From an optimization exercise on the open Yosys and OpenROAD flow, aimed at small area; shortcuts taken in it are not production practice. The RTL was checked by simulation tests, not by an equivalence proof against the original design. Power is estimated from default activity; no workload was simulated. No driver is modelled on the clock port, so clocking that relies on it looks cheaper here than on a real chip.

## onyx
Design TCAM, start of the top module:
module TCAM #(parameter WORD_WIDTH = 16, parameter MEMORY_SIZE = 32)
				 (input [WORD_WIDTH-1: 0] A, K,
				  input [$clog2(MEMORY_SIZE)-1: 0] write_addr,
				  input read, write, reset, clk,
				  output [MEMORY_SIZE-1: 0] matched);
For scale: roughly 2800 cells after synthesis, roughly 1100 flip-flops, ~0.036 mm² of cells after synthesis.
export LEC_CHECK = 0
export CAP_MARGIN = 10
export CORE_MARGIN = 2
export CORE_UTILIZATION = 60
export PLACE_DENSITY = 0.85
export SLEW_MARGIN = 10
export SYNTH_HIERARCHICAL = 1
export SYNTH_MINIMUM_KEEP_SIZE = 0
create_clock -name core_clock -period 5.0 [get_ports {clk}]
standard.sh (not shown) runs the stock make flow with config.mk's settings and CLKGATE_MAP_FILE= SYNTH_SCRIPT=/design/flow/synth_recipe.tcl, a recipe that flattens the netlist after the stock synthesis.
==> flow/flow/run.sh <==
#!/bin/bash
# The standard ORFS layout with a few changes:
#  - after the standard synthesis, combinational cells are reset to drive
#    strength 1 (flow/downsize.py); the placer's repair sizes up what needs it
#  - port buffers are buf_1 cells
#  - CTS clusters sinks into larger groups and inserts no dummy loads
#  - after global routing, cells on paths with slack are downsized, and
#    the slew and load limits repaired again (flow/post_grt.tcl)
# Each step's output goes to a log of its own here; ORFS keeps its own logs
# under orfs/logs.
set -euo pipefail
R=orfs/results/$FLOW_PLATFORM/TCAM/base
LIB=$FLOW_HOME/platforms/$FLOW_PLATFORM/lib/sky130_fd_sc_hd__tt_025C_1v80.lib

bash standard.sh synth > synth.log 2>&1
python3 flow/downsize.py "$LIB" "$R/1_2_yosys.v" > downsize.log 2>&1
rm -f "$R/1_synth.odb" "$R/1_synth.sdc"
bash standard.sh \
  BUFFER_PORTS_ARGS="-buffer_cell sky130_fd_sc_hd__buf_1" \
  RECOVER_POWER=100 \
  POST_GLOBAL_ROUTE_TCL="$PWD/flow/post_grt.tcl" \
  CTS_ARGS="-sink_clustering_enable -repair_clock_nets -sink_clustering_size 30 -sink_clustering_max_diameter 80 -dont_use_dummy_load" \
  finish > standard.log 2>&1
==> flow/flow/downsize.py <==
#!/usr/bin/env python3
"""Replace each combinational cell of a mapped netlist by the drive-strength-1
variant of the same cell, where the library has one. Flip-flops are left
alone. The placer's repair steps size cells up again where slew, load or
timing need it.

usage: downsize.py LIBERTY NETLIST  (the netlist is rewritten in place)
"""
import re
import sys

lib, path = sys.argv[1], sys.argv[2]
cells = set(re.findall(r'cell\s*\(\s*"?(\w+)"?\s*\)', open(lib).read()))
keep = re.compile(r'sky130_fd_sc_hd__(s?e?df|dl|clk|conb|tap|fill|decap|diode)')
count = {}


def sub(m):
    name, base = m.group(0), m.group(1)
    if keep.match(name):
        return name
    small = base + '_1'
    if small == name or small not in cells:
        return name
    count[name] = count.get(name, 0) + 1
    return small


text = open(path).read()
text = re.sub(r'\b(sky130_fd_sc_hd__\w+?)_\d+\b(?=\s)', sub, text)
open(path, 'w').write(text)
for k in sorted(count):
    print(f'{k}: {count[k]} replaced')
==> flow/flow/post_grt.tcl <==
# After the power-recovery downsizing at the end of global routing, repair
# any slew or load limit that the downsizing broke, then legalize and reroute
# the touched nets.
log_cmd global_route -start_incremental
repair_design_helper
log_cmd detailed_placement
log_cmd global_route -end_incremental
log_cmd estimate_parasitics -global_routing
Changes in amber relative to onyx:
-- flow/flow/run.sh --
<<< onyx, line 7
#  - after global routing, cells on paths with slack are downsized, and
#    the slew and load limits repaired again (flow/post_grt.tcl)
>>> amber, line 7
<<< onyx, line 20
  RECOVER_POWER=100 \
  POST_GLOBAL_ROUTE_TCL="$PWD/flow/post_grt.tcl" \
  CTS_ARGS="-sink_clustering_enable -repair_clock_nets -sink_clustering_size 30 -sink_clustering_max_diameter 80 -dont_use_dummy_load" \
>>> amber, line 18
  CTS_ARGS="-sink_clustering_enable -repair_clock_nets -sink_clustering_size 32 -sink_clustering_max_diameter 100 -dont_use_dummy_load" \
removed: flow/flow/post_grt.tcl
Findings:
In the reports for amber and onyx, the larger met1 layer usage reported by global route belongs to amber. First-iteration DRC count: lower on onyx. Compared with onyx, amber improves final area. Compared with onyx, in amber delay of the slowest cell on the worst path +0.03 ns, area added between synthesis and finish -0.34 points, number of cells on the worst reg-to-reg path ~0 delta, internal portion of total power -about 1%, post-cts sizing count ~0 delta. amber reached the final stage; the timing, design-rule and antenna checks on its layout passed. Going from onyx to amber, tightest slew margin relative to the limit shrinks by 1.1 points. Initial antenna violation count came out lower on amber than on onyx. On via count, amber tracks onyx almost exactly.

-- afterwards: timing with drivers on the ports --
No port has a modelled driver above. Below, the same layouts with a new extraction and two added sets of constraints. Step 1 assumes that a clkbuf_16 drives the clock port and a buf_2 every other input. Step 2 times the ports against the registers' clock, not the clock port: input delays grow and output delays shrink by t, the midpoint of the rising clock arrivals with the driver on. Three values: ideal ports, drivers, drivers and shift; two values: the first two.
| run | t, ns | setup slack, ns | worst slew at a driven data input, ns |
|---|---|---|---|
| onyx | 0.669 | 1.918 / 1.949 / 1.279 | 0.06 |
| amber | 0.674 | 1.870 / 1.893 / 1.219 | 0.06 |
After both steps setup and hold are still met in every run listed. For amber, which loses most, drivers alone change the setup slack by +0.023 ns; drivers and shift together by -0.651 ns.
